This is an optimization exercise on Yosys and OpenROAD, whose aim is small area and a short achievable clock period, not a production implementation. The RTL was checked by simulation tests, not by an equivalence proof against the original design. Power and IR drop assume default switching activity.

==> flow/design.v, too long to show whole: its modules and the start of the top module <==
// module cpu: 859 lines
module cpu( 
    input clk,                           
    input RST,                           
    output [23:0] AB,                    
    output sync,                         
    input [7:0] DI,                      
    output reg [7:0] DO,                 
    output WE,                           
    input IRQ,                           
    input NMI,                           
    input RDY,                           
    input debug );
  // ...
==> flow/run.sh <==
#!/bin/bash
# synth_recipe.tcl (not shown) runs the flow's synth.tcl, then flattens the netlist and writes it again
# the make line also repeats each setting of config.mk as NAME=value (left out here)
make -C /OpenROAD-flow-scripts/flow DESIGN_CONFIG=/design/flow/config.mk WORK_HOME=/design/flow/orfs CLKGATE_MAP_FILE= SYNTH_SCRIPT=/design/flow/synth_recipe.tcl finish
==> flow/config.mk <==
export PLATFORM = sky130hd
export DESIGN_NAME = cpu
export DESIGN_NICKNAME = cpu
export VERILOG_FILES = /design/flow/design.v
export SDC_FILE = /design/flow/constraint.sdc
export NUM_CORES = 4
export LEC_CHECK = 0
export ABC_AREA = 0
export CAP_MARGIN = 20
export CORE_MARGIN = 2
export CORE_UTILIZATION = 40
export CTS_BUF_LIST = sky130_fd_sc_hd__clkbuf_8
export PLACE_DENSITY = 0.6
export SETUP_SLACK_MARGIN = 4
export SLEW_MARGIN = 20
==> flow/constraint.sdc <==
create_clock -name core_clock -period 11.0 [get_ports {clk}]
set_input_delay 2.2000 -clock core_clock [delete_from_list [all_inputs] [get_ports {clk}]]
set_output_delay 2.2000 -clock core_clock [all_outputs]
set_load 0.01 [all_outputs]
==> flow_summary.yaml, run 1 <==
placement:
  placed_cells: 3066
  place_ws_ns: 2.29
finish:
  multi_input_area_share_pct: 59.1
  buf_share_pct: 6.10
  fin_cells: 3213
  sh_seq_area_pct: 25.4
  layout_commonest_cell: "nand2_1"
power_and_ir_drop:
  ir_worst_vdd_uv: 166
critical_path:
  max_stage_delay_ns: 0.33
  crit_path_start: "DI[6]"
  critPathTopFamily: "compound AO/OA/AOI/OAI gates"
  rrSetupSlack_ns: 4.37
timing:
  rsz0062_at_grt: "yes"
  period_share_pct: 64.7
routing:
  post_drt_wl_per_cell_um: 23.5
  drc_errors: 0
global_routing:
  met2_usage_pct: 45.1
  grt_max_degree: 56
synthesis:
  synth_area_um2: 20200
  ys_ff_latch: 222
  yosys.area.top_type: "edfxtp_1"
hold_path:
  hold_path_end: "RWDTH[0]$_SDFFE_PP0P_"
outcome:
  status: "finished clean"
job:
  drv_cap: 0
clocking:
  clock-sinks: 222
die:
  num_io_pins: 48
==> run 2, diff against run 1 <==
--- a/flow/config.mk
+++ b/flow/config.mk
@@ -7,3 +7,3 @@
 export LEC_CHECK = 0
-export ABC_AREA = 0
+export ABC_AREA = 1
 export CAP_MARGIN = 20
@@ -12,3 +12,3 @@
 export CTS_BUF_LIST = sky130_fd_sc_hd__clkbuf_8
-export PLACE_DENSITY = 0.6
+export PLACE_DENSITY = 0.7
 export SETUP_SLACK_MARGIN = 4
==> flow_summary.yaml, run 2 <==
power_and_ir_drop:
  p_per_area_nw_per_um2: 312
  internal-power_uw: 3200
  pwr-share-clk_pct: 12.7
  p_sw_uw: 3930
  ir_worst_vdd_uv: 149
  leakage_uw: 0.0104
  switching_share_pct: 55.1
  p_seq_share_pct: 21.9
  combPwrFrac_pct: 65.4
die:
  coreArea_um2: 50400
  num_io_pins: 48
  dieWidth_um: 230
  die_h_um: 230
  die_area_um2: 53000
  initial_core_util_pct: 40.6
  row_count: 82
critical_path:
  required_ns: 8.80
  cp.arrival_ns: 4.78
  crit_type: "in2out"
  crit_fanout: 7
  reg2reg_to: "Z$_DFFE_PP_"
  end_kind: "output pin"
  r2r-start: "alu_op[3]$_DFF_P_"
  rrSetupSlack_ns: 4.71
  startpoint_type: "primary input"
  worstRegToRegCells: 25
routing:
  first_pass_iters: 7
  via_per_inst: 5.80
  dr_wl_met2_mm: 33.8
  vias: 22400
  met3_length_mm: 7.67
  drt_iter0_drc: 2851
  post_drt_wl_per_cell_um: 19.9
  ant_nets: 0
  drt-met1-wl_mm: 31.8
  routed.top_layer: "met4"
  drc_errors: 0
  drt_wl_total_mm: 76.7
finish:
  layout_commonest_cell: "nand2_1"
  utilization_pct: 45.4
  syn2layout_area_growth_pct: 11.7
  final_cell_mix: "803 x nand2_1, 398 x inv_1, 341 x nor2_1"
  final_nets: 3263
  fin_area_um2: 22900
  drive_gt1_share_pct: 10.3
timing:
  fmax_ghz: 0.143
  setup_viol: 0
  finalHoldWorstSlack_ns: 0.471
  period_share_pct: 63.5
  rsz0062_at_grt: "yes"
  period_minus_slack_ns: 6.98
  slew_viol_final: 0
  worst_slew_pin_slew_ns: 1.13
  hold_viol: 0
  finalClockSkew_ns: 0.0543
  setup_tns_ns: 0
  setup_ws_ns: 4.02
  max_slew_margin_pct: 24.4
clocking:
  ctsLongestPathBuffers: 3
  cts-root-buf: "clkbuf_8"
  cts_hold_buffers: 0
  clk_pin_slew_worst_paths_ns: 0.06
  htreeDepth: 2
  clock-sinks: 222
  cts_tree: "done"
  cts_made_buffers: 41
  clock_latency_ns: 0.65
synthesis:
  seq_area_frac_synth_pct: 28.7
  synth_most_common_cell: "nand2_1"
  async_flop_share_pct: 0
  ys_top_cells_by_count: "814 x nand2_1, 401 x inv_1, 347 x nor2_1"
  synth_top_area_share_pct: 20.8
  synth_ff_type: "edfxtp_1"
  avgSynthCellArea_um2: 6.60
  ys_ff_latch: 222
  synth_edf_count: 142
  ys_warn_count: 1
  syn_nets: 3212
  ys_top_cells_by_area: "edfxtp_1 21%, nand2_1 15%, dfxtp_1 7.8%"
  synthDistinctLibCells: 79
  syn_inst: 3099
  synth_area_um2: 20500
  yosys.area.top_type: "edfxtp_1"
global_routing:
  grt-ovfl-total: 0
  antenna_found_initial: 1
  grt_pass1_vias: 20000
  grt_pass1_wl_mm: 116
  grt_usage_pct: 28.0
  grt_max_degree: 34
job:
  drv_cap: 0
hold_path:
  hold_path_end: "PREFIX[1]$_SDFFE_PP0P_"
  min_path_type: "reg2reg"
  hold_depth: 2
  hp-start: "PREFIX[1]$_SDFFE_PP0P_"
outcome:
  status: "finished clean"
placement:
  post_dp_cell_area_um2: 21400
  hpwl_mm: 58.1
  gp_congestion: 1.00
  io_buffers: 43
  place_ws_ns: 2.68
-- run 2: cell types whose count changed in the layout (fill, tap and decap cells not counted), moves of 29 or more --
cell      change
nor2_1      +147
a222oi_1     -42
or3_1        -29
a22oi_1      -61
nand2_1     +519
nand3_1     +169
nand2b_1     -39
buf_4        -56
nand4_1      +31
nor2b_1      -47
inv_1       +266
xnor2_1      -68
o21ai_0      +35
mux2i_1      -40
-- run 2: worst max-delay path, cell delays in order --
cell             delay [ns]
buf_4                  0.17
inv_2                  0.12
o21ai_1                0.10
ha_1                   0.42
nand2_1                0.13
nor2_2                 0.17
nand3_2                0.11
nand4_1                0.10
nand2_2                0.11
nand3_2                0.10
nand2_4                0.08
nand2_8                0.12
nand2_4                0.07
nor2_4                 0.15
nand2_4                0.07
nor2_4                 0.11
nand2_1                0.07
nand2_2                0.10
clkdlybuf4s15_1        0.25
-- run 2: metrics by stage --
| stage | total power [uW] | instances |
|---|---|---|
| after detailed placement | 5950 | 3743 |
| after floorplan | 4530 | 3099 |
| after CTS | 6930 | 3834 |
| after global placement | 5950 | 3743 |
| after global routing | 7610 | 3854 |
| final | 7140 | 3854 |
-- run 2: worst max path at each step --
stage / start / to
floorplan: DI[3] / AB[17]
global placement: DI[7] / AB[17]
detailed placement: DI[7] / AB[17]
CTS: OP[5]$_DFF_P_ / AB[16]
global route: DI[7] / AB[16]
finish: DI[7] / AB[16]
-- run 2: cell type report --
| type | instances | area, um2 |
|---|---|---|
| antenna | 1 | 2.50 |
| clock buffer | 45 | 619 |
| clock inverter | 29 | 282 |
| fill | 5246 | 27500 |
| inverter | 446 | 1710 |
| multi-input combinational | 2343 | 12700 |
| sequential | 222 | 5870 |
| tap | 672 | 841 |
| timing repair buffer | 96 | 803 |
-- run 2: cells by family after synthesis --
logic type,after synthesis,share of synthesized area [%]
AOI/OAI and AO/OA,596,18.3
muxes,2,0.0978
adders and majority gates,99,6.20
buffers and inverters,536,10.5
and+or+nand+nor,1596,34.2
DFF,222,28.7
xor gates and xnor gates,48,2.05
-- run 2: timing repair --
action | in CTS | in global routing
pin swaps | 12 | 25
buffers inserted | 15 | 19
cloned | 2 | 0
gates resized for setup | 104 | 64
endpoints found under the setup margin | 28 | 22
-- run 2: routing by layer --
layer / track usage [%] / vias up
met5: 0 / -
met4: 11.6 / 0
met3: 4.56 / 203
met1: 38.1 / 10400
met2: 43.9 / 1222
li1: - / 10600
-- run 2: power groups by stage --
stage | sequential (uW) | combinational, uW | clock [uW]
floorplan | 1400 | 3130 | 0
global placement | 1560 | 4400 | 0
detailed placement | 1560 | 4390 | 0
CTS | 1550 | 4460 | 919
global route | 1580 | 5080 | 951
finish | 1560 | 4670 | 907
==> run 3, diff against run 2 <==
--- a/flow/config.mk
+++ b/flow/config.mk
@@ -12,3 +12,5 @@
 export CTS_BUF_LIST = sky130_fd_sc_hd__clkbuf_8
-export PLACE_DENSITY = 0.7
+export CTS_CLUSTER_DIAMETER = 70
+export CTS_CLUSTER_SIZE = 16
+export PLACE_DENSITY = 0.6
 export SETUP_SLACK_MARGIN = 4
==> flow_summary.yaml, run 3 <==
outcome:
  status: "finished clean"
routing:
  post_drt_wl_per_cell_um: 21.2
  vias: 22600
  via_per_inst: 5.86
  drc_errors: 0
  first_pass_iters: 7
  drt_iter0_drc: 2609
  ant_nets: 0
  drt_wl_total_mm: 81.8
synthesis:
  syn_inst: 3099
  synth_area_um2: 20500
  syn_nets: 3212
  synth_ff_type: "edfxtp_1"
  avgSynthCellArea_um2: 6.60
  synth_top_area_share_pct: 20.8
  yosys.area.top_type: "edfxtp_1"
  async_flop_share_pct: 0
  synth_most_common_cell: "nand2_1"
  ys_warn_count: 1
  seq_area_frac_synth_pct: 28.7
  ys_top_cells_by_area: "edfxtp_1 21%, nand2_1 15%, dfxtp_1 7.8%"
  ys_top_cells_by_count: "814 x nand2_1, 401 x inv_1, 347 x nor2_1"
  ys_ff_latch: 222
  synthDistinctLibCells: 79
  synth_edf_count: 142
global_routing:
  grt_pass1_wl_mm: 124
  grt_pass1_vias: 20800
  grt_max_degree: 34
  grt_usage_pct: 29.9
  grt-ovfl-total: 0
  antenna_found_initial: 2
timing:
  worst_slew_pin_slew_ns: 1.05
  period_share_pct: 62.6
  setup_tns_ns: 0
  setup_viol: 0
  rsz0062_at_grt: "no"
  fmax_ghz: 0.145
  finalClockSkew_ns: 0.0714
  period_minus_slack_ns: 6.89
  slew_viol_final: 0
  hold_viol: 0
  max_slew_margin_pct: 29.6
die:
  dieWidth_um: 230
  num_io_pins: 48
  row_count: 82
  initial_core_util_pct: 40.6
  coreArea_um2: 50400
  die_area_um2: 53000
  die_h_um: 230
finish:
  final_nets: 3275
  syn2layout_area_growth_pct: 11.7
  fin_area_um2: 22900
  final_cell_mix: "801 x nand2_1, 394 x inv_1, 341 x nor2_1"
  layout_commonest_cell: "nand2_1"
  drive_gt1_share_pct: 10.7
  n_fill_cell: 5327
critical_path:
  path_buf_inv: 6
  max_stage_delay_ns: 0.29
  r2r-start: "RWDTH[1]$_SDFFE_PP0P_"
  worstPathCellList: "buf_2 -> inv_4 -> o21ai_1 -> ha_1 -> nand2_2 -> inv_1 -> nand2_1 -> nand3_2 -> nand2_2 -> nand3_1 -> nand2_1 -> nand2_2 -> nand3_2 -> nand2_4 -> nand2_8 -> nand3_4 -> nor2_8 -> buf_6 -> buf_4 -> nand2_2 -> nand2_2 -> nand2_2 -> buf_6"
  cp.arrival_ns: 4.69
  cpMostUsedCell: "nand2_2"
  worstRegToRegCells: 30
  crit_fanout: 5
  crit_type: "in2out"
  slowest_stage: "ha_1"
  required_ns: 8.80
  worstSetupPathDepth: 23
  reg2reg_to: "Z$_DFFE_PP_"
  rrSetupSlack_ns: 4.53
  startpoint_type: "primary input"
  critPathTopFamily: "simple AND/OR/NAND/NOR gates"
  end_kind: "output pin"
power_and_ir_drop:
  leakage_uw: 0.0103
  p_seq_share_pct: 22.3
  p_per_area_nw_per_um2: 307
  total_power_uw: 7020
  combPwrFrac_pct: 67.8
  switching_share_pct: 56.8
  pwr-share-clk_pct: 9.9
  internal-power_uw: 3030
  p_sw_uw: 3990
  ir_worst_vdd_uv: 182
placement:
  hpwl_mm: 62.2
  io_buffers: 43
  post_dp_cell_area_um2: 21500
  gp_congestion: 0.981
job:
  drv_cap: 0
hold_path:
  min_path_type: "reg2reg"
  hp-start: "PREFIX[2]$_SDFFE_PP0P_"
  hold_path_end: "PREFIX[2]$_SDFFE_PP0P_"
  hold_depth: 2
clocking:
  cts_tree: "done"
  cts_made_buffers: 27
  cts_hold_buffers: 0
  ctsLongestPathBuffers: 3
  clock-sinks: 222
  htreeDepth: 1
  cts-root-buf: "clkbuf_8"
  clock_latency_ns: 0.66
  clk_pin_slew_worst_paths_ns: 0.10
-- run 3: cell counts after synthesis --
No cell type changed its count.
-- run 3: how the worst max path moves through the flow --
stage	start	to	slack (ns)
finish	DI[3]	AB[16]	4.11
global route	DI[1]	AB[16]	3.99
CTS	DI[4]	AB[16]	4.04
detailed placement	DI[3]	AB[17]	2.66
global placement	DI[3]	AB[17]	2.68
floorplan	DI[3]	AB[17]	4.53
-- run 3: metal layers --
metal	up-vias	part of all wire, %	GRT usage, %
met5	-	0	0
met4	0	4.7	12.3
met3	218	9.7	5.17
met2	1158	44	46.8
met1	10700	42	40.6
li1	10500	-	-
-- run 3: cells by family after synthesis --
group | count (synthesis) | share of synthesized area, %
adders and majority gates | 99 | 6.20
xor gates and xnor gates | 48 | 2.05
DFF | 222 | 28.7
muxes | 2 | 0.0978
buffers and inverters | 536 | 10.5
and+or+nand+nor | 1596 | 34.2
AOI/OAI and AO/OA | 596 | 18.3
-- run 3: area by class of cell --
| class | count | area (um2) | area share (%) |
|---|---|---|---|
| clock buffer | 27 | 372 | 1.63 |
| timing repair buffer | 122 | 1020 | 4.48 |
| multi-input combinational | 2343 | 12800 | 55.9 |
| antenna | 1 | 2.50 | 0.0109 |
| tap | 672 | 841 | 3.68 |
| inverter | 446 | 1710 | 7.49 |
| sequential | 222 | 5880 | 25.7 |
| clock inverter | 23 | 251 | 1.10 |
-- run 3: what timing repair did --
item                       CTS  global route
setup endpoints to repair   28            22
gates cloned                 2             0
resized for setup          131            31
buffers inserted            43             8
pin swaps                   32            15
-- run 3: power groups by stage --
stage | registers, uW | logic [uW] | clock network, uW
finish | 1570 | 4760 | 696
global route | 1590 | 5190 | 734
CTS | 1550 | 4610 | 705
detailed placement | 1570 | 4450 | 0
global placement | 1570 | 4430 | 0
floorplan | 1400 | 3130 | 0
-- run 3: per-stage QoR --
stage	utilization, %	hold slack (ns)	instances	setup WS [ns]
2_1_floorplan	-	0.445	3099	4.53
3_3_place_gp	42.7	0.455	3752	2.68
3_5_place_dp	42.7	0.457	3752	2.66
4_1_cts	45.1	0.472	3847	4.04
5_1_grt	45.4	0.495	3856	3.99
6_report	45.4	0.470	3856	4.11
-- run 3: worst reg2reg max path, delay by kind of cell (launching register included) --
| kind | cells | cell delay, ns |
|---|---|---|
| AO/OA/AOI/OAI | 8 | 2.41 |
| AND/OR/NAND/NOR | 13 | 1.42 |
| adder cells (fa/ha/maj) | 4 | 1.23 |
| buffers and inverters | 4 | 0.60 |
| flip-flops | 1 | 0.42 |
| XOR/XNOR | 1 | 0.25 |
==> run 4, diff against run 3 <==
--- a/flow/config.mk
+++ b/flow/config.mk
@@ -12,4 +12,4 @@
 export CTS_BUF_LIST = sky130_fd_sc_hd__clkbuf_8
-export CTS_CLUSTER_DIAMETER = 70
-export CTS_CLUSTER_SIZE = 16
+export CTS_CLUSTER_DIAMETER = 60
+export CTS_CLUSTER_SIZE = 14
 export PLACE_DENSITY = 0.6
==> flow_summary.yaml, run 4 <==
outcome:
  status: "finished clean"
clocking:
  htreeDepth: 1
  ctsLongestPathBuffers: 3
  cts-root-buf: "clkbuf_8"
  cts_tree: "done"
  clock_latency_ns: 0.67
  clk_pin_slew_worst_paths_ns: 0.08
  clock-sinks: 222
  cts_made_buffers: 30
synthesis:
  synth_area_um2: 20500
  yosys.area.top_type: "edfxtp_1"
  async_flop_share_pct: 0
  ys_warn_count: 1
  avgSynthCellArea_um2: 6.60
  synth_top_area_share_pct: 20.8
  ys_ff_latch: 222
  synth_most_common_cell: "nand2_1"
  syn_nets: 3212
  ys_top_cells_by_area: "edfxtp_1 21%, nand2_1 15%, dfxtp_1 7.8%"
  synth_edf_count: 142
  synth_ff_type: "edfxtp_1"
  seq_area_frac_synth_pct: 28.7
  synthDistinctLibCells: 79
  ys_top_cells_by_count: "814 x nand2_1, 401 x inv_1, 347 x nor2_1"
  syn_inst: 3099
routing:
  drt_iter0_drc: 2613
  ant_nets: 0
  met3_length_mm: 7.53
  vias: 22600
  first_pass_iters: 7
  drt-met1-wl_mm: 34.1
  routed.top_layer: "met4"
  drc_errors: 0
  post_drt_wl_per_cell_um: 21.1
  drt_wl_total_mm: 81.3
  dr_wl_met2_mm: 35.9
  via_per_inst: 5.86
die:
  row_count: 82
  initial_core_util_pct: 40.6
  coreArea_um2: 50400
  num_io_pins: 48
  die_h_um: 230
  die_area_um2: 53000
  dieWidth_um: 230
placement:
  hpwl_mm: 62.2
  placed_cells: 3752
  gp_congestion: 0.981
  place_ws_ns: 2.66
  io_buffers: 43
timing:
  setup_tns_ns: 0
  period_share_pct: 62.5
  slew_viol_final: 0
  hold_viol: 0
  fmax_ghz: 0.146
  max_slew_margin_pct: 29.1
  period_minus_slack_ns: 6.87
  worst_slew_pin_slew_ns: 1.06
  setup_viol: 0
  finalClockSkew_ns: 0.0614
  rsz0062_at_grt: "yes"
  setup_ws_ns: 4.13
global_routing:
  grt_pass1_vias: 20700
  grt_max_degree: 34
  grt_pass1_wl_mm: 122
  grt-ovfl-total: 0
  antenna_found_initial: 2
  grt_usage_pct: 29.6
finish:
  fin_cells: 3859
  layout_commonest_cell: "nand2_1"
  drive_gt1_share_pct: 10.8
  final_nets: 3275
  final_cell_mix: "800 x nand2_1, 393 x inv_1, 340 x nor2_1"
  syn2layout_area_growth_pct: 12.1
power_and_ir_drop:
  p_seq_share_pct: 22.2
  p_sw_uw: 3990
  p_per_area_nw_per_um2: 308
  ir_worst_vdd_uv: 158
  switching_share_pct: 56.5
  combPwrFrac_pct: 67.3
  pwr-share-clk_pct: 10.5
  internal-power_uw: 3080
  leakage_uw: 0.0103
critical_path:
  end_kind: "output pin"
  crit_path_start: "DI[0]"
  worstPathCellList: "dlygate4sd2_1 -> buf_8 -> inv_4 -> o22ai_2 -> ha_1 -> nand2_1 -> nor2_2 -> nand3_2 -> nand4_1 -> nand2_2 -> nand3_2 -> nand2_4 -> nand2_8 -> nand3_4 -> nor2_8 -> buf_6 -> buf_4 -> nand2_2 -> nand2_2 -> nand2_2 -> buf_6"
  required_ns: 8.80
  crit_type: "in2out"
  crit_fanout: 5
  cp.arrival_ns: 4.67
  startpoint_type: "primary input"
  cpMostUsedCell: "nand2_2"
  reg2reg_to: "Z$_DFFE_PP_"
  r2r-start: "RWDTH[1]$_SDFFE_PP0P_"
  max_stage_delay_ns: 0.30
  rrSetupSlack_ns: 4.67
  worstRegToRegCells: 29
  slowest_stage: "ha_1"
job:
  drv_cap: 0
hold_path:
  min_path_type: "reg2reg"
  hold_path_end: "PREFIX[2]$_SDFFE_PP0P_"
  hp-start: "PREFIX[2]$_SDFFE_PP0P_"
  hold_depth: 2
==> run 4: cell counts after synthesis <==
No cell type changed its count.
==> run 4: final cells by class <==
class	instances	area [um2]
Antenna cell	1	2.50
Clock buffer	30	413
Clock inverter	26	280
Fill cell	5320	27400
Inverter	446	1710
Multi-Input combinational cell	2343	12800
Sequential cell	222	5880
Tap cell	672	841
Timing Repair Buffer	119	1000
==> run 4: layer usage <==
layer	global-route usage (%)	vias up
met5	0	-
met4	12.3	0
met2	46.6	1179
met3	4.65	209
met1	40.3	10700
li1	-	10600
==> run 4: worst max path at each step <==
| stage | end | depth (start not counted) | slack (ns) |
|---|---|---|---|
| 2_1_floorplan | AB[17] | 22 | 4.53 |
| 3_3_place_gp | AB[17] | 22 | 2.68 |
| 6_report | AB[16] | 21 | 4.13 |
| 3_5_place_dp | AB[17] | 23 | 2.66 |
| 5_1_grt | AB[23] | 16 | 3.96 |
| 4_1_cts | DO[7] | 22 | 4.04 |
==> run 4: kinds of logic after synthesis <==
family                   after synthesis  synth area share (%)
buffers and inverters                536                  10.5
AND/OR/NAND/NOR                     1596                  34.2
multiplexers                           2                0.0978
AO/OA/AOI/OAI                        596                  18.3
XOR/XNOR                              48                  2.05
adder cells (fa/ha/maj)               99                  6.20
flip-flops                           222                  28.7
==> run 4: timing repair <==
action,CTS,global route
pin swaps,30,16
cloned,2,0
gates resized for setup,132,39
buffers inserted,42,6
endpoints found under the setup margin,29,21
hold buffers,0,0
==> run 4: critical path: cells and delay by family <==
| family | cells | cell delay, ns |
|---|---|---|
| AO/OA/AOI/OAI | 1 | 0.08 |
| adder cells (fa/ha/maj) | 1 | 0.30 |
| buffers and inverters | 6 | 0.82 |
| AND/OR/NAND/NOR | 13 | 1.25 |
==> run 4: metrics by stage <==
step | instance area (um2) | power, uW | hold WS (ns) | util [%]
floorplan | 20500 | 4530 | 0.445 | -
global placement | 21500 | 5990 | 0.455 | 42.7
detailed placement | 21500 | 6020 | 0.457 | 42.7
CTS | 22800 | 6910 | 0.471 | 45.2
global route | 22900 | 7560 | 0.494 | 45.5
finish | 22900 | 7070 | 0.467 | 45.5
==> run 4: power by group through the flow <==
stage	Sequential [uW]	Clock, uW	Combinational, uW
2_1_floorplan	1400	0	3130
3_3_place_gp	1570	0	4430
3_5_place_dp	1570	0	4450
5_1_grt	1590	780	5200
6_report	1570	744	4760
4_1_cts	1550	754	4600
==> run 5, diff against run 4 <==
--- a/flow/config.mk
+++ b/flow/config.mk
@@ -17 +17,2 @@
 export SLEW_MARGIN = 20
+export TNS_END_PERCENT = 0
==> flow_summary.yaml, run 5 <==
global_routing:
  grt_usage_pct: 29.6
  grt_pass1_wl_mm: 122
  grt_max_degree: 34
  grt-ovfl-total: 0
  use_met1_pct: 40.6
  met2_usage_pct: 46.7
  antenna_found_initial: 2
  grt_pass1_vias: 20700
  use_met3_pct: 4.32
  busiest_layer: "met2"
job:
  drv_cap: 0
clocking:
  cts_made_buffers: 30
  cts_tree: "done"
  clock_latency_ns: 0.68
  ctsLongestPathBuffers: 3
  clock-sinks: 222
  cts-root-buf: "clkbuf_8"
  clk_pin_slew_worst_paths_ns: 0.08
  htreeDepth: 1
hold_path:
  min_path_type: "reg2reg"
  hp-start: "PREFIX[2]$_SDFFE_PP0P_"
  hold_path_end: "PREFIX[2]$_SDFFE_PP0P_"
  hold_depth: 2
placement:
  place_ws_ns: 2.66
  hpwl_mm: 62.2
  io_buffers: 43
  gp_congestion: 0.981
synthesis:
  seq_area_frac_synth_pct: 28.7
  muxShareOfSynthArea_pct: 0.0978
  synth_compound_gate_area_share_pct: 18.3
  avgSynthCellArea_um2: 6.60
  synth_simple_gate_area_share_pct: 34.2
  ys_warn_count: 1
  ys_top_cells_by_area: "edfxtp_1 21%, nand2_1 15%, dfxtp_1 7.8%"
  synth_top_family_by_area: "simple AND/OR/NAND/NOR gates"
  syn_nets: 3212
  ys_ff_latch: 222
  synth-xor-area-share_pct: 2.05
  synth_area_um2: 20500
  synth_edf_count: 142
  yosys.area.top_type: "edfxtp_1"
  async_flop_share_pct: 0
  synth_top_area_share_pct: 20.8
  synth_most_common_cell: "nand2_1"
  synth_ff_type: "edfxtp_1"
  synthDistinctLibCells: 79
  ys_top_cells_by_count: "814 x nand2_1, 401 x inv_1, 347 x nor2_1"
  syn_inst: 3099
  post_synth_fa_ha_maj_area_fraction_pct: 6.20
finish:
  seqCellArea_um2: 5880
  layout_commonest_cell: "nand2_1"
  syn2layout_area_growth_pct: 11.7
  n_fill_cell: 5327
  multiInputGateArea_um2: 12700
  final_cell_mix: "800 x nand2_1, 394 x inv_1, 341 x nor2_1"
  final_nets: 3275
  utilization_pct: 45.4
  drive_gt1_share_pct: 10.6
routing:
  vias: 22500
  via_per_inst: 5.84
  drc_errors: 0
  drt_iter0_drc: 2578
  drt_wl_total_mm: 81.1
  ant_nets: 0
  post_drt_wl_per_cell_um: 21.0
  first_pass_iters: 6
timing:
  setup_tns_ns: 0
  setup_viol: 0
  hold_viol: 0
  slew_viol_final: 0
  fmax_ghz: 0.144
  period_share_pct: 63.1
  rsz0062_at_grt: "yes"
  period_minus_slack_ns: 6.94
  finalClockSkew_ns: 0.0633
  worst_slew_pin_slew_ns: 1.07
  max_slew_margin_pct: 28.5
  setup_ws_ns: 4.06
critical_path:
  crit_type: "in2out"
  cp.arrival_ns: 4.74
  end_kind: "output pin"
  rrSetupSlack_ns: 4.33
  startpoint_type: "primary input"
  worstRegToRegCells: 29
  reg2reg_to: "Z$_DFFE_PP_"
  crit_fanout: 5
  r2r-start: "RWDTH[1]$_SDFFE_PP0P_"
  required_ns: 8.80
outcome:
  status: "finished clean"
die:
  row_count: 82
  die_area_um2: 53000
  coreArea_um2: 50400
  initial_core_util_pct: 40.6
  dieWidth_um: 230
  num_io_pins: 48
  die_h_um: 230
power_and_ir_drop:
  leakage_uw: 0.0103
  p_per_area_nw_per_um2: 308
  ir_worst_vdd_uv: 158
run 5: repair_timing:
| item | 4_1_cts | 5_1_grt |
|---|---|---|
| hold buffers | 0 | 0 |
| pin swaps | 27 | 23 |
| gates resized for setup | 115 | 33 |
| setup buffers | 42 | 6 |
| endpoints found under the setup margin | 29 | 26 |
| gates cloned | 2 | 0 |
run 5: cells by family after synthesis:
kind of cell               after synthesis
AOI/OAI and AO/OA                      596
xor gates and xnor gates                48
adders and majority gates               99
buffers and inverters                  536
DFF                                    222
muxes                                    2
and+or+nand+nor                       1596
run 5: final cells by class:
| type | instances | area share [%] |
|---|---|---|
| tap | 672 | 3.68 |
| clock inverter | 26 | 1.23 |
| clock buffer | 30 | 1.81 |
| sequential | 222 | 25.7 |
| antenna | 1 | 0.0109 |
| inverter | 446 | 7.45 |
| timing repair buffer | 119 | 4.39 |
| multi-input combinational | 2343 | 55.7 |
run 5: critical path, stage by stage:
cell and delay, ns:
dlygate4sd2_1 0.21, buf_6 0.15, clkinvlp_4 0.10, o21ai_2 0.19
ha_4 0.23, nand2_2 0.08, inv_1 0.06, nand2_2 0.06
nand3_2 0.09, nand2_2 0.08, nand3_1 0.07, nand2_1 0.07
nand2_2 0.09, nand3_2 0.10, nand2_4 0.08, nand2_8 0.10
nand3_4 0.10, nor2_8 0.14, buf_6 0.12, buf_4 0.11
nand2_2 0.06, nand2_2 0.07, nand2_2 0.07, buf_6 0.12
run 5: worst max-delay path by stage:
stage                from     end  slack (ns)  depth (start not counted)
detailed placement  DI[3]  AB[17]        2.66                         23
global placement    DI[3]  AB[17]        2.68                         22
floorplan           DI[3]  AB[17]        4.53                         22
finish              DI[2]  AB[16]        4.06                         24
global route        DI[2]  AB[16]        3.88                         24
CTS                 DI[3]  AB[16]        3.88                         23
run 5: metal layers:
metal	up-vias	part of all wire, %	routed length, um
met4	0	4.8	3880
met1	10600	42	34100
met5	-	0	0
met3	213	9.2	7440
met2	1152	44	35600
li1	10500	-	-
run 5: power breakdown:
part	switching [uW]	leakage (uW)	internal, uW
clock network	408	0.000371	333
logic	3280	0.00796	1440
registers	284	0.00198	1280
run 5: through the flow:
stage,std cells,hold WS [ns],power (uW),area (um2)
global placement,3752,0.455,5990,21500
CTS,3852,0.471,6890,22700
detailed placement,3752,0.457,6020,21500
floorplan,3099,0.445,4530,20500
global route,3859,0.494,7530,22900
finish,3859,0.469,7030,22900
==> run 6, diff against run 5 <==
--- a/flow/config.mk
+++ b/flow/config.mk
@@ -14,2 +14,3 @@
 export CTS_CLUSTER_SIZE = 14
+export GPL_ROUTABILITY_DRIVEN = 0
 export PLACE_DENSITY = 0.6
@@ -17,2 +18 @@
 export SLEW_MARGIN = 20
-export TNS_END_PERCENT = 0
==> flow_summary.yaml, run 6 <==
routing:
  post_drt_wl_per_cell_um: 20.0
  vias: 22800
  via_per_inst: 5.90
  first_pass_iters: 9
  ant_nets: 0
  drc_errors: 0
  drt_iter0_drc: 2661
  drt_wl_total_mm: 77.3
timing:
  worst_slew_pin_slew_ns: 0.994
  max_slew_margin_pct: 33.3
  setup_viol: 0
  finalHoldWorstSlack_ns: 0.467
  period_minus_slack_ns: 6.87
  slew_viol_final: 0
  hold_viol: 0
  fmax_ghz: 0.145
  finalClockSkew_ns: 0.0493
  period_share_pct: 62.5
  rsz0062_at_grt: "no"
  setup_tns_ns: 0
critical_path:
  crit_type: "in2out"
  max_stage_delay_ns: 0.24
  cp.arrival_ns: 4.67
  rrSetupSlack_ns: 4.91
  r2r-start: "alu_op[3]$_DFF_P_"
  startpoint_type: "primary input"
  crit_fanout: 4
  worstPathCellList: "clkdlybuf4s15_1 -> buf_6 -> clkinvlp_4 -> o21ai_4 -> ha_4 -> nand2_4 -> a21oi_1 -> nor2_2 -> nand4_1 -> nand2_4 -> nand3_4 -> nand2_8 -> nand2_8 -> buf_12 -> buf_4 -> buf_4 -> nand4_1 -> xnor2_2 -> buf_2"
  slowest_stage: "ha_4"
  critPathTopFamily: "buffers and inverters"
  end_kind: "output pin"
  required_ns: 8.80
  worstRegToRegCells: 26
  reg2reg_to: "Z$_DFFE_PP_"
  path_buf_inv: 7
global_routing:
  met2_usage_pct: 42.9
  grt_usage_pct: 28.0
  grt-ovfl-total: 0
  busiest_layer: "met2"
  use_met3_pct: 5.10
  grt_pass1_wl_mm: 117
  grt_pass1_vias: 20700
  antenna_found_initial: 2
  use_met1_pct: 37.9
  grt_max_degree: 34
finish:
  drive_gt1_share_pct: 11.2
  final_nets: 3283
  syn2layout_area_growth_pct: 12.7
  layout_commonest_cell: "nand2_1"
  final_cell_mix: "794 x nand2_1, 396 x inv_1, 343 x nor2_1"
power_and_ir_drop:
  combPwrFrac_pct: 67.9
  p_sw_uw: 3950
  total_power_uw: 7060
  ir_worst_vdd_uv: 124
  p_per_area_nw_per_um2: 306
  pwr-share-clk_pct: 10.2
  p_seq_share_pct: 22.0
  switching_share_pct: 56.0
  internal-power_uw: 3110
  leakage_uw: 0.0104
synthesis:
  synth_area_um2: 20500
  synth_top_area_share_pct: 20.8
  synth_most_common_cell: "nand2_1"
  ys_top_cells_by_area: "edfxtp_1 21%, nand2_1 15%, dfxtp_1 7.8%"
  ys_ff_latch: 222
  synth_ff_type: "edfxtp_1"
  async_flop_share_pct: 0
  ys_top_cells_by_count: "814 x nand2_1, 401 x inv_1, 347 x nor2_1"
  syn_inst: 3099
  seq_area_frac_synth_pct: 28.7
  yosys.area.top_type: "edfxtp_1"
  ys_warn_count: 1
  syn_nets: 3212
  synth_edf_count: 142
  synthDistinctLibCells: 79
  avgSynthCellArea_um2: 6.60
clocking:
  cts-root-buf: "clkbuf_8"
  htreeDepth: 1
  clock_latency_ns: 0.66
  cts_made_buffers: 28
  cts_hold_buffers: 0
  clock-sinks: 222
  clk_pin_slew_worst_paths_ns: 0.07
  cts_tree: "done"
  ctsLongestPathBuffers: 3
die:
  coreArea_um2: 50400
  die_area_um2: 53000
  num_io_pins: 48
  die_h_um: 230
  initial_core_util_pct: 40.6
  row_count: 82
  dieWidth_um: 230
placement:
  io_buffers: 43
  hpwl_mm: 58.6
hold_path:
  hold_depth: 2
  min_path_type: "reg2reg"
  hp-start: "PREFIX[1]$_SDFFE_PP0P_"
  hold_path_end: "PREFIX[1]$_SDFFE_PP0P_"
job:
  drv_cap: 0
outcome:
  status: "finished clean"
## run 6: cell counts after synthesis
Identical to the previous run, type by type.
## run 6: repair_timing
action,4_1_cts,5_1_grt
gates cloned,1,0
endpoints found under the setup margin,27,23
pin swaps,31,33
resized for setup,121,68
setup buffers,39,23
## run 6: cell families (layout without fill, tap and decap cells)
family	Yosys count	count (layout)	share of synthesized area [%]
buf+inv	536	628	10.5
flops	222	222	28.7
compound gates	596	596	18.3
xor+xnor	48	48	2.05
other cells	0	2	0
fa+ha+maj	99	99	6.20
simple gates	1596	1597	34.2
mux	2	2	0.0978
## run 6: final cells by class
cell class / count / area (um2)
diodes: 2 / 5.00
clock buffers: 28 / 385
clock inverters: 24 / 288
fillers: 5233 / 27300
inverters: 446 / 1720
multi-input cells: 2342 / 12900
flip-flops and latches: 222 / 5880
well taps: 672 / 841
repair buffers: 130 / 1070
## run 6: worst register-to-register path, stage by stage, from the launching register on
cell      delay [ns]
dfxtp_1         0.31
buf_4           0.26
clkinv_1        0.37
nand2_1         0.36
inv_1           0.08
nor2_1          0.55
inv_1           0.36
o21ai_0         0.57
fa_1            0.33
o21ai_0         0.15
nand2_1         0.14
nand2_1         0.07
a21oi_1         0.41
o21ai_0         0.26
a21oi_1         0.31
xnor2_1         0.16
nand2_1         0.08
nand2_1         0.04
o21ai_0         0.35
nand2_1         0.09
nor2_1          0.14
nand2_1         0.09
nor2_1          0.27
nand2_1         0.08
nand2_1         0.07
nand2_1         0.04
nand2_1         0.07
## run 6: worst max-delay path by stage
stage                  startpoint      to  slack [ns]  depth (start not counted)
finish                      DI[6]  AB[23]        4.13                         19
global placement            DI[3]  AB[17]        2.80                         22
detailed placement          DI[3]  AB[17]        2.77                         22
CTS                 OP[7]$_DFF_P_  AB[20]        3.87                         28
global route                DI[0]   AB[5]        3.96                         14
floorplan                   DI[3]  AB[17]        4.53                         22
## run 6: power by group through the flow
| stage | sequential (uW) | clock (uW) | combinational (uW) |
|---|---|---|---|
| final | 1550 | 718 | 4790 |
| after global routing | 1570 | 761 | 5220 |
| after CTS | 1530 | 728 | 4550 |
| after detailed placement | 1550 | 0 | 4390 |
| after global placement | 1540 | 0 | 4360 |
| after floorplan | 1400 | 0 | 3130 |
## run 6: through the flow
| stage | setup slack, ns | area [um2] | cells | utilization, % |
|---|---|---|---|---|
| finish | 4.13 | 23100 | 3866 | 45.8 |
| global route | 3.96 | 23100 | 3865 | 45.8 |
| CTS | 3.87 | 22700 | 3841 | 45.1 |
| detailed placement | 2.77 | 21500 | 3749 | 42.6 |
| global placement | 2.80 | 21500 | 3749 | 42.6 |
| floorplan | 4.53 | 20500 | 3099 | - |
## run 6: routing by layer
metal	up-vias	share of wire (%)
li1	10600	-
met4	2	5.3
met3	248	10
met5	-	0.14
met1	10600	42
met2	1344	43
==> run 7, diff against run 6 <==
--- a/flow/config.mk
+++ b/flow/config.mk
@@ -8,2 +8,3 @@
 export ABC_AREA = 1
+export ABC_CLOCK_PERIOD_IN_PS = 8500
 export CAP_MARGIN = 20
@@ -14,3 +15,2 @@
 export CTS_CLUSTER_SIZE = 14
-export GPL_ROUTABILITY_DRIVEN = 0
 export PLACE_DENSITY = 0.6
==> flow_summary.yaml, run 7 <==
outcome:
  status: "finished clean"
power_and_ir_drop:
  ir_worst_vdd_uv: 158
  p_per_area_nw_per_um2: 308
  leakage_uw: 0.0103
synthesis:
  synth_most_common_cell: "nand2_1"
  yosys.area.top_type: "edfxtp_1"
  post_synth_fa_ha_maj_area_fraction_pct: 6.20
  synth_compound_gate_area_share_pct: 18.3
  seq_area_frac_synth_pct: 28.7
  synth_top_area_share_pct: 20.8
  syn_inst: 3099
  synthDistinctLibCells: 79
  async_flop_share_pct: 0
  ys_warn_count: 1
  synth_ff_type: "edfxtp_1"
  synth_top_family_by_area: "simple AND/OR/NAND/NOR gates"
  ys_ff_latch: 222
  avgSynthCellArea_um2: 6.60
  synth_area_um2: 20500
  muxShareOfSynthArea_pct: 0.0978
  synth_edf_count: 142
  ys_top_cells_by_count: "814 x nand2_1, 401 x inv_1, 347 x nor2_1"
  synth-xor-area-share_pct: 2.05
  ys_top_cells_by_area: "edfxtp_1 21%, nand2_1 15%, dfxtp_1 7.8%"
  syn_nets: 3212
  synth_simple_gate_area_share_pct: 34.2
timing:
  hold_viol: 0
  max_slew_margin_pct: 29.1
  setup_viol: 0
  worst_slew_pin_slew_ns: 1.06
  setup_tns_ns: 0
  slew_viol_final: 0
  finalHoldWorstSlack_ns: 0.467
  fmax_ghz: 0.146
  period_share_pct: 62.5
  period_minus_slack_ns: 6.87
  finalClockSkew_ns: 0.0614
  rsz0062_at_grt: "yes"
routing:
  via_per_inst: 5.86
  drt_wl_total_mm: 81.3
  ant_nets: 0
  drc_errors: 0
  vias: 22600
  first_pass_iters: 7
  post_drt_wl_per_cell_um: 21.1
  drt_iter0_drc: 2613
clocking:
  cts_hold_buffers: 0
  cts_tree: "done"
  cts_made_buffers: 30
  clock-sinks: 222
  htreeDepth: 1
  clk_pin_slew_worst_paths_ns: 0.08
  cts-root-buf: "clkbuf_8"
  ctsLongestPathBuffers: 3
  clock_latency_ns: 0.67
critical_path:
  crit_fanout: 5
  reg2reg_to: "Z$_DFFE_PP_"
  crit_type: "in2out"
  cp.arrival_ns: 4.67
  critPathTopFamily: "simple AND/OR/NAND/NOR gates"
  path_buf_inv: 6
  slowest_stage: "ha_1"
  startpoint_type: "primary input"
  cpMostUsedCell: "nand2_2"
  worstRegToRegCells: 29
  max_stage_delay_ns: 0.30
  rrSetupSlack_ns: 4.67
  worstPathCellList: "dlygate4sd2_1 -> buf_8 -> inv_4 -> o22ai_2 -> ha_1 -> nand2_1 -> nor2_2 -> nand3_2 -> nand4_1 -> nand2_2 -> nand3_2 -> nand2_4 -> nand2_8 -> nand3_4 -> nor2_8 -> buf_6 -> buf_4 -> nand2_2 -> nand2_2 -> nand2_2 -> buf_6"
  r2r-start: "RWDTH[1]$_SDFFE_PP0P_"
  end_kind: "output pin"
  required_ns: 8.80
hold_path:
  hp-start: "PREFIX[2]$_SDFFE_PP0P_"
  min_path_type: "reg2reg"
  hold_path_end: "PREFIX[2]$_SDFFE_PP0P_"
  hold_depth: 2
finish:
  final_nets: 3275
  seqCellArea_um2: 5880
  final_cell_mix: "800 x nand2_1, 393 x inv_1, 340 x nor2_1"
  drive_gt1_share_pct: 10.8
  multiInputGateArea_um2: 12800
  syn2layout_area_growth_pct: 12.1
  n_fill_cell: 5320
  layout_commonest_cell: "nand2_1"
placement:
  hpwl_mm: 62.2
  io_buffers: 43
  gp_congestion: 0.981
global_routing:
  use_met1_pct: 40.3
  met2_usage_pct: 46.6
  grt-ovfl-total: 0
  busiest_layer: "met2"
  use_met3_pct: 4.65
  grt_max_degree: 34
  antenna_found_initial: 2
  grt_pass1_vias: 20700
  grt_pass1_wl_mm: 122
  grt_usage_pct: 29.6
job:
  drv_cap: 0
die:
  coreArea_um2: 50400
  die_h_um: 230
  die_area_um2: 53000
  initial_core_util_pct: 40.6
  num_io_pins: 48
  dieWidth_um: 230
  row_count: 82
run 7: worst max path at each step:
stage | depth (start not counted) | slack, ns | from | end
after CTS | 22 | 4.04 | RWDTH[1]$_SDFFE_PP0P_ | DO[7]
after global routing | 16 | 3.96 | DI[7] | AB[23]
after floorplan | 22 | 4.53 | DI[3] | AB[17]
after detailed placement | 23 | 2.66 | DI[3] | AB[17]
after global placement | 22 | 2.68 | DI[3] | AB[17]
final | 21 | 4.13 | DI[0] | AB[16]
run 7: repair_timing:
item / in CTS / in global routing
cloned: 2 / 0
pin swaps: 30 / 16
endpoints found under the setup margin: 29 / 21
setup buffers: 42 / 6
resized for setup: 132 / 39
run 7: layout make-up:
cell class | count | share of cell area (%)
diodes | 1 | 0.0109
clock buffers | 30 | 1.80
clock inverters | 26 | 1.22
inverters | 446 | 7.46
multi-input cells | 2343 | 55.8
flip-flops and latches | 222 | 25.6
well taps | 672 | 3.67
repair buffers | 119 | 4.38
run 7: routing by layer:
metal / share of wire, % / wire (um) / vias to the layer above
met5: 0 / 0 / -
met4: 4.6 / 3740 / 0
met3: 9.3 / 7530 / 209
met2: 44 / 35900 / 1179
met1: 42 / 34100 / 10700
li1: - / - / 10600
run 7: worst reg2reg max path, delay by kind of cell, from the launching register on:
| kind | cells | cell delay [ns] |
|---|---|---|
| adder cells (fa/ha/maj) | 4 | 1.21 |
| flip-flops | 1 | 0.40 |
| AND/OR/NAND/NOR | 13 | 1.46 |
| XOR/XNOR | 1 | 0.26 |
| buffers and inverters | 3 | 0.44 |
| AO/OA/AOI/OAI | 8 | 2.43 |
run 7: power by group:
part           total [uW]  switching (uW)  internal (uW)
clock                 744             411            333
sequential           1570             286           1280
combinational        4760            3290           1460
run 7: kinds of logic after synthesis:
| group | after synthesis |
|---|---|
| adder cells (fa/ha/maj) | 99 |
| AO/OA/AOI/OAI | 596 |
| AND/OR/NAND/NOR | 1596 |
| buffers and inverters | 536 |
| flip-flops | 222 |
| multiplexers | 2 |
| XOR/XNOR | 48 |
run 7: per-stage QoR:
step	instances	instance area, um2	power (uW)	utilization (%)	worst slack [ns]
final	3859	22900	7070	45.5	4.13
after global placement	3752	21500	5990	42.7	2.68
after floorplan	3099	20500	4530	-	4.53
after CTS	3852	22800	6910	45.2	4.04
after detailed placement	3752	21500	6020	42.7	2.66
after global routing	3859	22900	7560	45.5	3.96
==> run 8, diff against run 7 <==
--- a/flow/config.mk
+++ b/flow/config.mk
@@ -8,3 +8,3 @@
 export ABC_AREA = 1
-export ABC_CLOCK_PERIOD_IN_PS = 8500
+export ABC_CLOCK_PERIOD_IN_PS = 6000
 export CAP_MARGIN = 20
==> flow_summary.yaml, run 8 <==
synthesis:
  yosys.area.top_type: "edfxtp_1"
  synth_top_area_share_pct: 20.8
  synth_edf_count: 142
  synth_area_um2: 20500
  syn_inst: 3099
  ys_ff_latch: 222
  syn_nets: 3212
  ys_top_cells_by_area: "edfxtp_1 21%, nand2_1 15%, dfxtp_1 7.8%"
  seq_area_frac_synth_pct: 28.7
  ys_warn_count: 1
  async_flop_share_pct: 0
  ys_top_cells_by_count: "814 x nand2_1, 401 x inv_1, 347 x nor2_1"
  avgSynthCellArea_um2: 6.60
  synthDistinctLibCells: 79
  synth_ff_type: "edfxtp_1"
  synth_most_common_cell: "nand2_1"
hold_path:
  hold_depth: 2
  min_path_type: "reg2reg"
global_routing:
  grt_usage_pct: 29.6
  grt_max_degree: 34
  antenna_found_initial: 2
  grt_pass1_wl_mm: 122
  grt-ovfl-total: 0
  grt_pass1_vias: 20700
die:
  row_count: 82
  die_h_um: 230
  initial_core_util_pct: 40.6
  dieWidth_um: 230
  num_io_pins: 48
  die_area_um2: 53000
  coreArea_um2: 50400
critical_path:
  startpoint_type: "primary input"
  cp.arrival_ns: 4.67
  end_kind: "output pin"
  crit_type: "in2out"
  cpMostUsedCell: "nand2_2"
  required_ns: 8.80
  worstPathCellList: "dlygate4sd2_1 -> buf_8 -> inv_4 -> o22ai_2 -> ha_1 -> nand2_1 -> nor2_2 -> nand3_2 -> nand4_1 -> nand2_2 -> nand3_2 -> nand2_4 -> nand2_8 -> nand3_4 -> nor2_8 -> buf_6 -> buf_4 -> nand2_2 -> nand2_2 -> nand2_2 -> buf_6"
  slowest_stage: "ha_1"
  crit_fanout: 5
  worstRegToRegCells: 29
  max_stage_delay_ns: 0.30
timing:
  finalClockSkew_ns: 0.0614
  setup_ws_ns: 4.13
  rsz0062_at_grt: "yes"
  setup_tns_ns: 0
  finalHoldWorstSlack_ns: 0.467
  fmax_ghz: 0.146
  worst_slew_pin_slew_ns: 1.06
  slew_viol_final: 0
  max_slew_margin_pct: 29.1
  hold_viol: 0
  period_minus_slack_ns: 6.87
  period_share_pct: 62.5
  setup_viol: 0
placement:
  io_buffers: 43
  place_ws_ns: 2.66
  gp_congestion: 0.981
  hpwl_mm: 62.2
finish:
  final_cell_mix: "800 x nand2_1, 393 x inv_1, 340 x nor2_1"
  syn2layout_area_growth_pct: 12.1
  final_nets: 3275
  layout_commonest_cell: "nand2_1"
  drive_gt1_share_pct: 10.8
clocking:
  clk_pin_slew_worst_paths_ns: 0.08
  cts-root-buf: "clkbuf_8"
  ctsLongestPathBuffers: 3
  cts_made_buffers: 30
  clock-sinks: 222
  htreeDepth: 1
  cts_tree: "done"
  cts_hold_buffers: 0
  clock_latency_ns: 0.67
outcome:
  status: "finished clean"
routing:
  post_drt_wl_per_cell_um: 21.1
  vias: 22600
  via_per_inst: 5.86
  drt_iter0_drc: 2613
  first_pass_iters: 7
  drc_errors: 0
  ant_nets: 0
  drt_wl_total_mm: 81.3
power_and_ir_drop:
  ir_worst_vdd_uv: 158
  leakage_uw: 0.0103
  p_per_area_nw_per_um2: 308
job:
  drv_cap: 0
==> run 8: cell counts after synthesis <==
No cell type changed its count.
==> run 8: final timing paths <==
kind                           from                      to  slack (ns)
max reg2reg   RWDTH[1]$_SDFFE_PP0P_             Z$_DFFE_PP_        4.67
max                           DI[0]                  AB[16]        4.13
min reg2reg  PREFIX[2]$_SDFFE_PP0P_  PREFIX[2]$_SDFFE_PP0P_        0.47
min          PREFIX[2]$_SDFFE_PP0P_  PREFIX[2]$_SDFFE_PP0P_        0.47
==> run 8: routing by layer <==
layer / vias to the layer above / share of wire [%] / track usage (%)
li1: 10600 / - / -
met1: 10700 / 42 / 40.3
met2: 1179 / 44 / 46.6
met3: 209 / 9.3 / 4.65
met4: 0 / 4.6 / 12.3
met5: - / 0 / 0
==> run 8: cell type report <==
class	count	area [um2]
diodes	1	2.50
inverters	446	1710
fillers	5320	27400
flip-flops and latches	222	5880
well taps	672	841
clock buffers	30	413
clock inverters	26	280
repair buffers	119	1000
multi-input cells	2343	12800
==> run 8: logic make-up (layout without fill, tap and decap cells) <==
logic type	count (synthesis)	count (layout)	synth area share, %
and+or+nand+nor	1596	1598	34.2
AOI/OAI and AO/OA	596	596	18.3
buffers and inverters	536	621	10.5
DFF	222	222	28.7
adders and majority gates	99	99	6.20
xor gates and xnor gates	48	48	2.05
muxes	2	2	0.0978
other	0	1	0
==> run 8: metrics by stage <==
step           cells  instance area [um2]  total power [uW]  util (%)
3_5_place_dp    3752                21500              6020      42.7
2_1_floorplan   3099                20500              4530         -
5_1_grt         3859                22900              7560      45.5
3_3_place_gp    3752                21500              5990      42.7
6_report        3859                22900              7070      45.5
4_1_cts         3852                22800              6910      45.2
==> run 8: report_power, final <==
group	total [uW]	leakage, uW	switching (uW)	internal (uW)
combinational	4760	0.00796	3290	1460
sequential	1570	0.00198	286	1280
clock	744	0.000371	411	333
total	7070	0.0103	3990	3080
==> run 8: repair_timing <==
item,in CTS,in global routing
endpoints found under the setup margin,29,21
gates resized for setup,132,39
pin swaps,30,16
gates cloned,2,0
setup buffers,42,6
==> run 8: worst max-delay path, delay by kind of cell <==
family          cells  cell delay (ns)
compound gates      1             0.08
fa+ha+maj           1             0.30
buf+inv             6             0.82
simple gates       13             1.25
==> run 9, diff against run 8 <==
--- a/flow/config.mk
+++ b/flow/config.mk
@@ -8,3 +8,2 @@
 export ABC_AREA = 1
-export ABC_CLOCK_PERIOD_IN_PS = 6000
 export CAP_MARGIN = 20
@@ -16,3 +15,3 @@
 export PLACE_DENSITY = 0.6
-export SETUP_SLACK_MARGIN = 4
+export SETUP_SLACK_MARGIN = 3.8
 export SLEW_MARGIN = 20
==> flow_summary.yaml, run 9 <==
synthesis:
  ys_warn_count: 1
  yosys.area.top_type: "edfxtp_1"
  ys_ff_latch: 222
  async_flop_share_pct: 0
  seq_area_frac_synth_pct: 28.7
  synthDistinctLibCells: 79
  synth_top_area_share_pct: 20.8
  synth_ff_type: "edfxtp_1"
  synth_edf_count: 142
  ys_top_cells_by_count: "814 x nand2_1, 401 x inv_1, 347 x nor2_1"
  syn_inst: 3099
  ys_top_cells_by_area: "edfxtp_1 21%, nand2_1 15%, dfxtp_1 7.8%"
  synth_most_common_cell: "nand2_1"
  synth_area_um2: 20500
  syn_nets: 3212
  avgSynthCellArea_um2: 6.60
critical_path:
  max_stage_delay_ns: 0.31
  startpoint_type: "primary input"
  crit_type: "in2out"
  crit_fanout: 5
  required_ns: 8.80
  cpMostUsedCell: "nand2_1"
  worstPathCellList: "buf_2 -> inv_4 -> o21ai_0 -> ha_1 -> nand2_1 -> inv_1 -> nand2_1 -> nand3_2 -> nand2_2 -> nand3_1 -> nand2_1 -> nand2_2 -> nand3_2 -> nand2_4 -> nand2_8 -> nand3_4 -> nor2_8 -> buf_4 -> buf_4 -> nand3_1 -> nand2_1 -> nand2_2 -> inv_4 -> buf_6"
  slowest_stage: "ha_1"
  end_kind: "output pin"
  cp.arrival_ns: 4.85
job:
  drv_cap: 0
placement:
  hpwl_mm: 62.2
  io_buffers: 43
  place_ws_ns: 2.66
  gp_congestion: 0.981
outcome:
  status: "finished clean"
clocking:
  cts_hold_buffers: 0
  htreeDepth: 1
  cts-root-buf: "clkbuf_8"
  clk_pin_slew_worst_paths_ns: 0.08
  ctsLongestPathBuffers: 3
  clock_latency_ns: 0.67
  clock-sinks: 222
  cts_made_buffers: 30
  cts_tree: "done"
timing:
  finalClockSkew_ns: 0.0579
  rsz0062_at_grt: "no"
  hold_viol: 0
  slew_viol_final: 0
  period_minus_slack_ns: 7.05
  max_slew_margin_pct: 29.2
  setup_tns_ns: 0
  fmax_ghz: 0.142
  period_share_pct: 64.1
  worst_slew_pin_slew_ns: 1.06
  setup_viol: 0
  setup_ws_ns: 3.95
hold_path:
  min_path_type: "reg2reg"
routing:
  via_per_inst: 5.86
  drt_iter0_drc: 2556
  vias: 22600
  ant_nets: 0
  drt_wl_total_mm: 81.0
  post_drt_wl_per_cell_um: 21.0
  drc_errors: 0
  first_pass_iters: 6
die:
  row_count: 82
  die_area_um2: 53000
  initial_core_util_pct: 40.6
  die_h_um: 230
  coreArea_um2: 50400
  num_io_pins: 48
  dieWidth_um: 230
finish:
  n_fill_cell: 5329
  seqCellArea_um2: 5880
  drive_gt1_share_pct: 10.4
  final_cell_mix: "804 x nand2_1, 394 x inv_1, 342 x nor2_1"
  final_nets: 3275
  syn2layout_area_growth_pct: 11.8
  layout_commonest_cell: "nand2_1"
  multiInputGateArea_um2: 12800
power_and_ir_drop:
  p_seq_share_pct: 22.2
  leakage_uw: 0.0103
  internal-power_uw: 3060
  combPwrFrac_pct: 67.2
  p_sw_uw: 3970
  switching_share_pct: 56.4
  ir_worst_vdd_uv: 157
  pwr-share-clk_pct: 10.6
  p_per_area_nw_per_um2: 308
global_routing:
  grt_usage_pct: 29.4
  grt_pass1_vias: 20500
  grt_max_degree: 34
  grt-ovfl-total: 0
  antenna_found_initial: 1
  grt_pass1_wl_mm: 122
[run 9: path summary, 6_finish.rpt]
path	from	to	slack (ns)	cells after the start
worst max-delay path	DI[3]	AB[20]	3.95	24
worst min-delay path	PREFIX[2]$_SDFFE_PP0P_	PREFIX[2]$_SDFFE_PP0P_	0.47	2
worst max register to register	RWDTH[1]$_SDFFE_PP0P_	Z$_DFFE_PP_	4.62	30
worst min register to register	PREFIX[2]$_SDFFE_PP0P_	PREFIX[2]$_SDFFE_PP0P_	0.47	2
[run 9: cell type report]
cell class	count	share of cell area [%]
Clock inverter	26	1.23
Sequential cell	222	25.7
Clock buffer	30	1.81
Timing Repair Buffer	119	4.37
Antenna cell	1	0.0109
Tap cell	672	3.68
Inverter	446	7.46
Multi-Input combinational cell	2343	55.8
[run 9: cells by family (layout without fill, tap and decap cells)]
logic type                 Yosys count  in the layout  synth area share (%)
muxes                                2              2                0.0978
xor gates and xnor gates            48             48                  2.05
other                                0              1                     0
adders and majority gates           99             99                  6.20
DFF                                222            222                  28.7
buffers and inverters              536            621                  10.5
and+or+nand+nor                   1596           1598                  34.2
AOI/OAI and AO/OA                  596            596                  18.3
[run 9: repair_timing]
| item | in CTS | in global routing |
|---|---|---|
| gates cloned | 1 | 1 |
| pin swaps | 16 | 28 |
| setup endpoints to repair | 26 | 24 |
| resized for setup | 85 | 53 |
| setup buffers | 34 | 14 |
[run 9: critical path: cells and delay by family]
kind / cells / cell delay [ns]
and+or+nand+nor: 15 / 1.31
buffers and inverters: 7 / 0.77
AOI/OAI and AO/OA: 1 / 0.25
adders and majority gates: 1 / 0.31
[run 9: routing by layer]
metal	wire [um]	part of all wire (%)	up-vias	track usage, %
li1	-	-	10600	-
met1	34400	42	10700	40.3
met2	36000	44	1102	46.6
met3	7080	8.7	208	4.13
met4	3510	4.3	0	11.4
met5	0	0	-	0
[run 9: through the flow]
| stage | power (uW) | area [um2] | instances | hold WS [ns] | util [%] |
|---|---|---|---|---|---|
| 2_1_floorplan | 4530 | 20500 | 3099 | 0.445 | - |
| 3_3_place_gp | 5990 | 21500 | 3752 | 0.455 | 42.7 |
| 3_5_place_dp | 6020 | 21500 | 3752 | 0.457 | 42.7 |
| 4_1_cts | 6860 | 22600 | 3843 | 0.471 | 44.8 |
| 5_1_grt | 7530 | 22900 | 3859 | 0.494 | 45.4 |
| 6_report | 7040 | 22900 | 3859 | 0.468 | 45.4 |
[run 9: power groups by stage]
stage	sequential [uW]	combinational (uW)	clock, uW
2_1_floorplan	1400	3130	0
4_1_cts	1550	4550	754
6_report	1560	4730	743
3_3_place_gp	1570	4430	0
3_5_place_dp	1570	4450	0
5_1_grt	1590	5160	780
==> run 10, diff against run 9 <==
--- a/flow/config.mk
+++ b/flow/config.mk
@@ -15,3 +15,3 @@
 export PLACE_DENSITY = 0.6
-export SETUP_SLACK_MARGIN = 3.8
+export SETUP_SLACK_MARGIN = 4.3
 export SLEW_MARGIN = 20
==> flow_summary.yaml, run 10 <==
power_and_ir_drop:
  combPwrFrac_pct: 68.2
  p_per_area_nw_per_um2: 310
  switching_share_pct: 56.1
  internal-power_uw: 3180
  leakage_uw: 0.0106
  pwr-share-clk_pct: 10.2
  ir_worst_vdd_uv: 156
  p_seq_share_pct: 21.6
  p_sw_uw: 4060
finish:
  layout_commonest_cell: "nand2_1"
  final_nets: 3304
  drive_gt1_share_pct: 12.7
  final_cell_mix: "789 x nand2_1, 393 x inv_1, 341 x nor2_1"
  n_fill_cell: 5293
  fin_cells: 3888
  multiInputGateArea_um2: 13000
  seqCellArea_um2: 5880
  syn2layout_area_growth_pct: 14.1
synthesis:
  ys_top_cells_by_count: "814 x nand2_1, 401 x inv_1, 347 x nor2_1"
  synth_most_common_cell: "nand2_1"
  synth_edf_count: 142
  avgSynthCellArea_um2: 6.60
  syn_nets: 3212
  async_flop_share_pct: 0
  synth_area_um2: 20500
  synth_ff_type: "edfxtp_1"
  synthDistinctLibCells: 79
  ys_warn_count: 1
  seq_area_frac_synth_pct: 28.7
  ys_ff_latch: 222
  synth_top_area_share_pct: 20.8
  yosys.area.top_type: "edfxtp_1"
  syn_inst: 3099
  ys_top_cells_by_area: "edfxtp_1 21%, nand2_1 15%, dfxtp_1 7.8%"
critical_path:
  crit_fanout: 5
  end_kind: "output pin"
  cp.arrival_ns: 4.58
  crit_type: "in2out"
  required_ns: 8.80
  startpoint_type: "primary input"
global_routing:
  grt-ovfl-total: 0
  grt_pass1_vias: 20700
  grt_usage_pct: 29.6
  antenna_found_initial: 2
  grt_pass1_wl_mm: 123
  grt_max_degree: 34
routing:
  drt-met1-wl_mm: 34.6
  drt_iter0_drc: 2637
  met3_length_mm: 7.34
  routed.top_layer: "met4"
  ant_nets: 0
  dr_wl_met2_mm: 36.0
  post_drt_wl_per_cell_um: 21.0
  drt_wl_total_mm: 81.8
  drc_errors: 0
  vias: 22800
  via_per_inst: 5.86
  first_pass_iters: 6
die:
  initial_core_util_pct: 40.6
  die_h_um: 230
  row_count: 82
  num_io_pins: 48
  coreArea_um2: 50400
  dieWidth_um: 230
  die_area_um2: 53000
clocking:
  clock_latency_ns: 0.67
  cts_made_buffers: 30
  cts-root-buf: "clkbuf_8"
  clock-sinks: 222
  htreeDepth: 1
  cts_tree: "done"
  ctsLongestPathBuffers: 3
  clk_pin_slew_worst_paths_ns: 0.08
timing:
  setup_tns_ns: 0
  period_minus_slack_ns: 6.78
  fmax_ghz: 0.148
  max_slew_margin_pct: 27.7
  hold_viol: 0
  setup_viol: 0
  slew_viol_final: 0
  period_share_pct: 61.6
  worst_slew_pin_slew_ns: 1.08
  finalHoldWorstSlack_ns: 0.467
  rsz0062_at_grt: "yes"
  finalClockSkew_ns: 0.0598
placement:
  gp_congestion: 0.981
  placed_cells: 3752
  io_buffers: 43
  hpwl_mm: 62.2
outcome:
  status: "finished clean"
hold_path:
  min_path_type: "reg2reg"
job:
  drv_cap: 0
## run 10: final cells by class
class	count	share of cell area (%)
Clock buffer	30	1.77
Sequential cell	222	25.2
Tap cell	672	3.60
Clock inverter	26	1.20
Timing Repair Buffer	148	5.38
Multi-Input combinational cell	2343	55.5
Antenna cell	1	0.0107
Inverter	446	7.38
## run 10: worst paths after layout
path	startpoint	end	slack [ns]	depth (start not counted)
hold reg to reg	PREFIX[2]$_SDFFE_PP0P_	PREFIX[2]$_SDFFE_PP0P_	0.47	2
setup / recovery	DI[3]	AB[16]	4.22	21
setup reg to reg	RWDTH[1]$_SDFFE_PP0P_	Z$_DFFE_PP_	4.78	30
hold / removal	PREFIX[2]$_SDFFE_PP0P_	PREFIX[2]$_SDFFE_PP0P_	0.47	2
## run 10: per-stage QoR
step / power, uW / setup WS (ns) / util [%] / area [um2]
after global placement: 5990 / 2.68 / 42.7 / 21500
after floorplan: 4530 / 4.53 / - / 20500
after CTS: 6980 / 4.30 / 45.5 / 22900
final: 7240 / 4.22 / 46.3 / 23300
after global routing: 7730 / 4.10 / 46.3 / 23300
after detailed placement: 6020 / 2.66 / 42.7 / 21500
## run 10: power by group through the flow
stage	Clock, uW	Sequential [uW]	Combinational [uW]
finish	742	1560	4940
detailed placement	0	1570	4450
global route	780	1590	5360
CTS	754	1560	4670
global placement	0	1570	4430
floorplan	0	1400	3130
## run 10: critical path: stages
cell	delay, ns
buf_6	0.14
inv_6	0.06
o21ai_1	0.18
ha_1	0.31
nand2_4	0.11
inv_2	0.04
nand2_2	0.05
nand3_2	0.07
nand2_2	0.09
nand4_1	0.15
nand2_4	0.15
nand3_4	0.11
nand2_8	0.12
nand3_4	0.11
nor2_8	0.14
buf_6	0.13
buf_6	0.10
nand2_4	0.04
nand2_2	0.07
nand2_2	0.07
buf_6	0.12
## run 10: per-layer routing
| metal | vias to the layer above | global-route usage, % |
|---|---|---|
| li1 | 10600 | - |
| met1 | 10800 | 40.3 |
| met2 | 1189 | 46.8 |
| met3 | 219 | 4.59 |
| met4 | 0 | 12.1 |
| met5 | - | 0 |
## run 10: kinds of logic (layout without fill, tap and decap cells)
kind of cell | count (synthesis) | after routing | share of synthesized area [%]
xor gates and xnor gates | 48 | 48 | 2.05
DFF | 222 | 222 | 28.7
other | 0 | 1 | 0
adders and majority gates | 99 | 99 | 6.20
and+or+nand+nor | 1596 | 1598 | 34.2
buffers and inverters | 536 | 650 | 10.5
muxes | 2 | 2 | 0.0978
AOI/OAI and AO/OA | 596 | 596 | 18.3
## run 10: what timing repair did
item	4_1_cts	5_1_grt
pin swaps	42	27
gates cloned	2	0
hold buffers	0	0
setup buffers	51	26
setup endpoints to repair	33	26
gates resized for setup	194	69

==> afterwards: timing with drivers on the ports <==
The flow's constraints put no driver on any port. The routed layouts listed below were extracted and timed again, unchanged, in two steps.
Step 1 (the two cells are an assumption about what drives the block):
set clk [get_ports {clk}]
set_driving_cell -lib_cell sky130_fd_sc_hd__clkbuf_16 $clk
set_driving_cell -lib_cell sky130_fd_sc_hd__buf_2 [delete_from_list [all_inputs] $clk]
Step 2, shift: input delay + t, output delay - t, t = (earliest + latest rising clock arrival at the registers) / 2. This alone moves slack from input paths to output paths.
a / b / c = ideal / step 1 / step 2; a / b = the first two.
run | t, ns | setup WS [ns] | hold WS [ns] | worst register clock-pin slew, ns
run 1 | 0.667 | 3.887 / 3.863 / 3.863 | 0.523 / 0.523 / 0.523 | 0.07 / 0.07
run 2 | 0.682 | 4.015 / 3.987 / 3.987 | 0.471 / 0.471 / 0.471 | 0.08 / 0.08
run 3 | 0.681 | 4.111 / 4.089 / 4.089 | 0.470 / 0.470 / 0.470 | 0.12 / 0.12
run 4 | 0.696 | 4.127 / 4.107 / 4.107 | 0.467 / 0.467 / 0.467 | 0.10 / 0.10
run 5 | 0.700 | 4.056 / 4.030 / 4.030 | 0.469 / 0.469 / 0.469 | 0.09 / 0.09
run 6 | 0.686 | 4.126 / 4.097 / 4.097 | 0.467 / 0.467 / 0.467 | 0.10 / 0.10
run 7 | 0.696 | 4.127 / 4.107 / 4.107 | 0.467 / 0.467 / 0.467 | 0.10 / 0.10
run 8 | 0.696 | 4.127 / 4.107 / 4.107 | 0.467 / 0.467 / 0.467 | 0.10 / 0.10
run 9 | 0.699 | 3.951 / 3.930 / 3.930 | 0.468 / 0.468 / 0.468 | 0.09 / 0.09
run 10 | 0.697 | 4.221 / 4.183 / 4.183 | 0.467 / 0.467 / 0.467 | 0.10 / 0.10
After both steps setup and hold are still met in every run listed. The setup slack of run 10, which loses most, moves by -0.038 ns with the drivers and by -0.038 ns with both steps.
